Context: an optimization exercise on an open-source flow, tuned for small area, a short achievable clock period and few clock cycles. The choices shown serve that exercise and are no tape-out recipe. Where RTL was checked, it was by simulation tests only, not by an equivalence proof against the original. Power is estimated from default activity; no workload was simulated.

// huffman
module huffman(clk, reset, gray_data, gray_valid, CNT_valid, CNT1, CNT2, CNT3, CNT4, CNT5, CNT6,
    code_valid, HC1, HC2, HC3, HC4, HC5, HC6, M1, M2, M3, M4, M5, M6);
Size: ~1,000 cells after synthesis, roughly 130 flip-flops, ~150 I/O pins, roughly 7600 um2 of cells after synthesis.
clock: 9.0 ns
lec_check: 0
abc_clock_period_in_ps: 2800
cap_margin: 20
core_margin: 2
core_utilization: 65
slew_margin: 20
standard.sh (not shown) runs the stock make flow with config.mk's settings and CLKGATE_MAP_FILE= SYNTH_SCRIPT=/design/flow/synth_recipe.tcl, a recipe that flattens the netlist after the stock synthesis.
==> flow/flow/run.sh <==
#!/bin/bash
# The standard layout, with each port buffered by a plain buffer (buf_2) instead of the
# delay-cell buffer buffer_ports picks by default, a clock tree of fewer, larger clusters
# without dummy loads, and timing repair aimed at a 2.8 ns period.
# Full make output goes to flow.log here; each ORFS step's log is under orfs/logs/.
set -euo pipefail
export BUFFER_PORTS_ARGS="-buffer_cell sky130_fd_sc_hd__buf_2"
export CTS_ARGS="-sink_clustering_enable -repair_clock_nets -sink_clustering_size 30 -sink_clustering_max_diameter 100 -root_buf sky130_fd_sc_hd__clkbuf_16 -buf_list {sky130_fd_sc_hd__clkbuf_4 sky130_fd_sc_hd__clkbuf_8} -dont_use_dummy_load"
bash standard.sh SETUP_SLACK_MARGIN=6.2 finish > flow.log 2>&1
Testbench counts at the start, summed over its fixed seeds: cycles 27,112.
Edit:
--- a/flow/flow/run.sh
+++ b/flow/flow/run.sh
@@ -6,4 +6,4 @@
 set -euo pipefail
 export BUFFER_PORTS_ARGS="-buffer_cell sky130_fd_sc_hd__buf_2"
-export CTS_ARGS="-sink_clustering_enable -repair_clock_nets -sink_clustering_size 30 -sink_clustering_max_diameter 100 -root_buf sky130_fd_sc_hd__clkbuf_16 -buf_list {sky130_fd_sc_hd__clkbuf_4 sky130_fd_sc_hd__clkbuf_8} -dont_use_dummy_load"
+export CTS_ARGS="-sink_clustering_enable -repair_clock_nets -sink_clustering_size 30 -sink_clustering_max_diameter 100 -buf_list sky130_fd_sc_hd__clkbuf_8 -dont_use_dummy_load"
 bash standard.sh SETUP_SLACK_MARGIN=6.2 finish > flow.log 2>&1
Settings changed: CORE_UTILIZATION 65 to 40.
Effect:
- worst setup slack gains 0.038 ns
- routed wire length rose by 15%
- register-to-register slack stays flat
- global-route usage falls by 9.7 points
- first-iteration DRC count came out lower by 20%
- clock-buffer cell count does not change
- die area grows by 60%
- via count rises by 4.1%
- critical path depth does not change
- utilization came out lower by 25 points
Edit:
--- a/flow/flow/run.sh
+++ b/flow/flow/run.sh
@@ -6,4 +6,4 @@
 set -euo pipefail
 export BUFFER_PORTS_ARGS="-buffer_cell sky130_fd_sc_hd__buf_2"
-export CTS_ARGS="-sink_clustering_enable -repair_clock_nets -sink_clustering_size 30 -sink_clustering_max_diameter 100 -buf_list sky130_fd_sc_hd__clkbuf_8 -dont_use_dummy_load"
+export CTS_ARGS="-sink_clustering_enable -repair_clock_nets -sink_clustering_size 30 -sink_clustering_max_diameter 100 -root_buf sky130_fd_sc_hd__clkbuf_16 -buf_list sky130_fd_sc_hd__clkbuf_4 -dont_use_dummy_load"
 bash standard.sh SETUP_SLACK_MARGIN=6.2 finish > flow.log 2>&1
Power fell by 7.1%.
Routed wire length went down by 3.7%.
Clock power came out lower by 21%.
Final cell count shrinks by 2.7%.
Critical path depth stays the same.
Hold slack improved by 0.0091 ns.
Count of clock-buffer cells in the layout is unchanged.
Global-route usage fell by 0.96 points.
Combinational power falls by 8.2%.
Maximum frequency stays flat.


huffman, a different RTL version from the one above (not shown whole).
For scale: about 1000 cells after synthesis, ~150 I/O pins, roughly 7800 um2 of cells after synthesis.
## huffman
module huffman(clk, reset, gray_data, gray_valid, CNT_valid, CNT1, CNT2, CNT3, CNT4, CNT5, CNT6,
    code_valid, HC1, HC2, HC3, HC4, HC5, HC6, M1, M2, M3, M4, M5, M6);
clock: 9.0 ns
lec_check: 0
abc_clock_period_in_ps: 2800
cap_margin: 20
core_margin: 2
core_utilization: 40
slew_margin: 20
==> flow/flow/run.sh <==
#!/bin/bash
# The standard layout, with each port buffered by a plain buffer (buf_2) instead of the
# delay-cell buffer buffer_ports picks by default, and timing repair aimed at a 4 ns period.
# Full make output goes to flow.log here; each ORFS step's log is under orfs/logs/.
set -euo pipefail
export BUFFER_PORTS_ARGS="-buffer_cell sky130_fd_sc_hd__buf_2"
bash standard.sh SETUP_SLACK_MARGIN=5.0 finish > flow.log 2>&1
The first run finished with timing, DRC and antenna clean.
Change:
==> flow/flow/run.sh (replaced) <==
#!/bin/bash
# The standard layout, with each port buffered by a plain buffer (buf_2) instead of the
# delay-cell buffer buffer_ports picks by default, a clock tree of fewer, larger clusters
# without dummy loads, and timing repair aimed at a 2.8 ns period.
# Full make output goes to flow.log here; each ORFS step's log is under orfs/logs/.
set -euo pipefail
export BUFFER_PORTS_ARGS="-buffer_cell sky130_fd_sc_hd__buf_2"
export CTS_ARGS="-sink_clustering_enable -repair_clock_nets -sink_clustering_size 30 -sink_clustering_max_diameter 100 -buf_list sky130_fd_sc_hd__clkbuf_8 -dont_use_dummy_load"
bash standard.sh SETUP_SLACK_MARGIN=6.2 finish > flow.log 2>&1
Hold slack is about the same.
Via count grows by about 4%.
Critical path depth grows by 1.
Combinational power grows by about 16%.
Wire length grows by 8.2%.
Clock-buffer cell count shrinks by 4.
Design area grows by 4.3%.
Die area stays the same.
Utilization grows by 2.0 points.
Change:
==> flow/flow/run.sh (replaced) <==
#!/bin/bash
# The standard layout, with each port buffered by a plain buffer (buf_2) instead of the
# delay-cell buffer buffer_ports picks by default, and timing repair aimed at a 2.8 ns period.
# Full make output goes to flow.log here; each ORFS step's log is under orfs/logs/.
set -euo pipefail
export BUFFER_PORTS_ARGS="-buffer_cell sky130_fd_sc_hd__buf_2"
bash standard.sh SETUP_SLACK_MARGIN=6.2 finish > flow.log 2>&1
=>
- sequential cell count is unchanged
- cell count barely changes
- sequential power is higher by about 0.7%
- final area went up by 2.4%
- clock-buffer cell count rises by 7
- sequential share of layout area came out lower by 0.80 points
- via count shrinks by 0.70%
- hold slack degrades by 0.0032 ns
- die area does not change
Change:
==> flow/flow/run.sh (replaced) <==
#!/bin/bash
# The standard layout, with each port buffered by a plain buffer (buf_2) instead of the
# delay-cell buffer buffer_ports picks by default, a clock tree of fewer, larger clusters
# without dummy loads, and timing repair aimed at a 2.8 ns period.
# Full make output goes to flow.log here; each ORFS step's log is under orfs/logs/.
set -euo pipefail
export BUFFER_PORTS_ARGS="-buffer_cell sky130_fd_sc_hd__buf_2"
export CTS_ARGS="-sink_clustering_enable -repair_clock_nets -sink_clustering_size 40 -sink_clustering_max_diameter 150 -buf_list sky130_fd_sc_hd__clkbuf_16 -dont_use_dummy_load"
bash standard.sh SETUP_SLACK_MARGIN=6.2 finish > flow.log 2>&1
After rerunning: Design area drops slightly. Area after synthesis is unchanged. Global-route usage drops by 0.32 points. Count of clock-buffer cells in the layout drops by 7. Routed wire length drops slightly. Maximum frequency climbs slightly.
No functional check of the RTL was part of any run of this note.


huffman, a different RTL version from the one above (not shown whole).
For scale: roughly 130 flip-flops, roughly 150 I/O pins, roughly 7300 um^2 of cells after synthesis.
Settings: LEC_CHECK=0, ABC_CLOCK_PERIOD_IN_PS=2800, CAP_MARGIN=20, CORE_MARGIN=2, CORE_UTILIZATION=65, PLACE_DENSITY=0.8, SLEW_MARGIN=20; clock period 9.0 ns.
==> flow/flow/run.sh <==
#!/bin/bash
# The standard layout, with each port buffered by a plain buffer (buf_1) instead of the
# delay-cell buffer buffer_ports picks by default, a clock tree of fewer, larger clusters
# without dummy loads, one tie cell per constant instead of one per port, and timing repair aimed at a 2.9 ns period.
# Full make output goes to flow.log here; each ORFS step's log is under orfs/logs/.
set -euo pipefail
export BUFFER_PORTS_ARGS="-buffer_cell sky130_fd_sc_hd__buf_1"
export CTS_ARGS="-sink_clustering_enable -repair_clock_nets -sink_clustering_size 30 -sink_clustering_max_diameter 100 -root_buf sky130_fd_sc_hd__clkbuf_16 -buf_list {sky130_fd_sc_hd__clkbuf_4 sky130_fd_sc_hd__clkbuf_8} -dont_use_dummy_load"
bash standard.sh SETUP_SLACK_MARGIN=6.1 SKIP_REPAIR_TIE_FANOUT=1 finish > flow.log 2>&1
The first run went through all stages and came out clean.
Testbench counts at the start, summed over its fixed seeds: cycles 27,112.
Then changed:
==> flow/flow/run.sh (replaced) <==
#!/bin/bash
# The standard layout, with each port buffered by a plain buffer (buf_1) instead of the
# delay-cell buffer buffer_ports picks by default, a clock tree of fewer, larger clusters
# without dummy loads, one tie cell per constant instead of one per port, and timing repair aimed at a 2.8 ns period.
# Full make output goes to flow.log here; each ORFS step's log is under orfs/logs/.
set -euo pipefail
export BUFFER_PORTS_ARGS="-buffer_cell sky130_fd_sc_hd__buf_1"
export CTS_ARGS="-sink_clustering_enable -repair_clock_nets -sink_clustering_size 30 -sink_clustering_max_diameter 100 -root_buf sky130_fd_sc_hd__clkbuf_16 -buf_list {sky130_fd_sc_hd__clkbuf_4 sky130_fd_sc_hd__clkbuf_8} -dont_use_dummy_load"
bash standard.sh SETUP_SLACK_MARGIN=6.2 SKIP_REPAIR_TIE_FANOUT=1 finish > flow.log 2>&1
Outcome:
- routed wire length rises slightly
- fmax rises by a few percent
- register-to-register slack gains 0.08 ns
- sequential cell count stays the same
- cell count rises slightly
Then changed:
Settings changed: TNS_END_PERCENT from default to 10.
Result:
- power hardly moves
- wire length decreases by 1.8%
- via count came out lower by 1.9%
- global-route usage goes down by 0.30 points
- setup slack got worse by 0.066 ns
- design area came out lower by 1.8%
- cell count went down by 0.54%
- maximum frequency went down by 2.3%
- clock-buffer cell count is unchanged
Then changed:
Settings changed: CORE_UTILIZATION 65 to 70, PLACE_DENSITY 0.8 to 0.85, TNS_END_PERCENT 10 to default.
Sequential share of layout area stays flat.
Die area fell by 6.9%.
Count of clock-buffer cells in the layout stays the same.
Worst hold slack got worse by 0.0058 ns.
Clock skew fell by 0.0035 ns.
Final area rose by 1.2%.
Synthesized cell count does not change.
Synthesized area stays the same.
Final cell count is about the same.
Wire length hardly moves.
Then changed:
==> flow/flow/run.sh (replaced) <==
#!/bin/bash
# The standard layout, with each port buffered by a plain buffer (buf_1) instead of the
# delay-cell buffer buffer_ports picks by default, a clock tree of fewer, larger clusters
# without dummy loads, one tie cell per constant instead of one per port, and timing repair aimed at a 2.7 ns period.
# Full make output goes to flow.log here; each ORFS step's log is under orfs/logs/.
set -euo pipefail
export BUFFER_PORTS_ARGS="-buffer_cell sky130_fd_sc_hd__buf_1"
export CTS_ARGS="-sink_clustering_enable -repair_clock_nets -sink_clustering_size 30 -sink_clustering_max_diameter 100 -root_buf sky130_fd_sc_hd__clkbuf_16 -buf_list {sky130_fd_sc_hd__clkbuf_4 sky130_fd_sc_hd__clkbuf_8} -dont_use_dummy_load"
bash standard.sh SETUP_SLACK_MARGIN=6.3 SKIP_REPAIR_TIE_FANOUT=1 finish > flow.log 2>&1
Settings changed: CORE_UTILIZATION 70 to 65, PLACE_DENSITY 0.85 to 0.8.
Effect:
- power is higher by a few percent
- cell count came out higher by a few percent
- first-iteration DRC count came out higher by well over a third
- worst setup slack is better by 0.063 ns
- cell area rose by roughly a tenth
- sequential cell count is unchanged
- utilization came out higher by 2.1 points

-- what the ideal ports hide --
The results above use ideal ports. As a check the final layouts listed here were re-extracted and re-timed, cells and wires unchanged. Step 1: set_driving_cell puts a clkbuf_16 on clk and a buf_2 on each other input, an assumption about the parent block. Step 2 adds t to the input delays and takes it off the output delays; t is the mean of the earliest and latest rising clock arrival at the registers after step 1. Input paths then give back, and output paths get back, about the clock's delay inside the block. Three values: no drivers, after step 1, after step 2; two values: the first two.
| run | shift t [ns] | slack for setup (ns) | slew at the worst register clock pin (ns) |
|---|---|---|---|
| the first run of note 1 | 0.405 | 6.193 / 6.150 / 5.961 | 0.07 / 0.07 |
| the second run of note 1 | 0.474 | 6.231 / 6.197 / 5.965 | 0.08 / 0.08 |
| the third run of note 1 | 0.394 | 6.227 / 6.184 / 5.969 | 0.12 / 0.12 |
| the first run of note 2 | 0.448 | 5.745 / 5.705 / 5.763 | 0.06 / 0.06 |
| the second run of note 2 | 0.476 | 6.210 / 6.170 / 5.949 | 0.07 / 0.07 |
| the third run of note 2 | 0.463 | 6.210 / 6.164 / 5.904 | 0.06 / 0.06 |
| the fourth run of note 2 | 0.454 | 6.230 / 6.186 / 5.951 | 0.06 / 0.06 |
| the first run of note 3 | 0.394 | 6.115 / 6.075 / 6.190 | 0.08 / 0.08 |
| the second run of note 3 | 0.396 | 6.187 / 6.145 / 6.275 | 0.08 / 0.08 |
| the third run of note 3 | 0.392 | 6.120 / 6.080 / 6.170 | 0.08 / 0.08 |
| the fourth run of note 3 | 0.388 | 6.226 / 6.185 / 6.273 | 0.08 / 0.08 |
| the fifth run of note 3 | 0.394 | 6.288 / 6.246 / 6.355 | 0.08 / 0.08 |
After both steps every run listed still meets setup and hold. For the third run of note 2, which loses most, drivers alone change the setup slack by -0.046 ns; drivers and shift together by -0.306 ns.
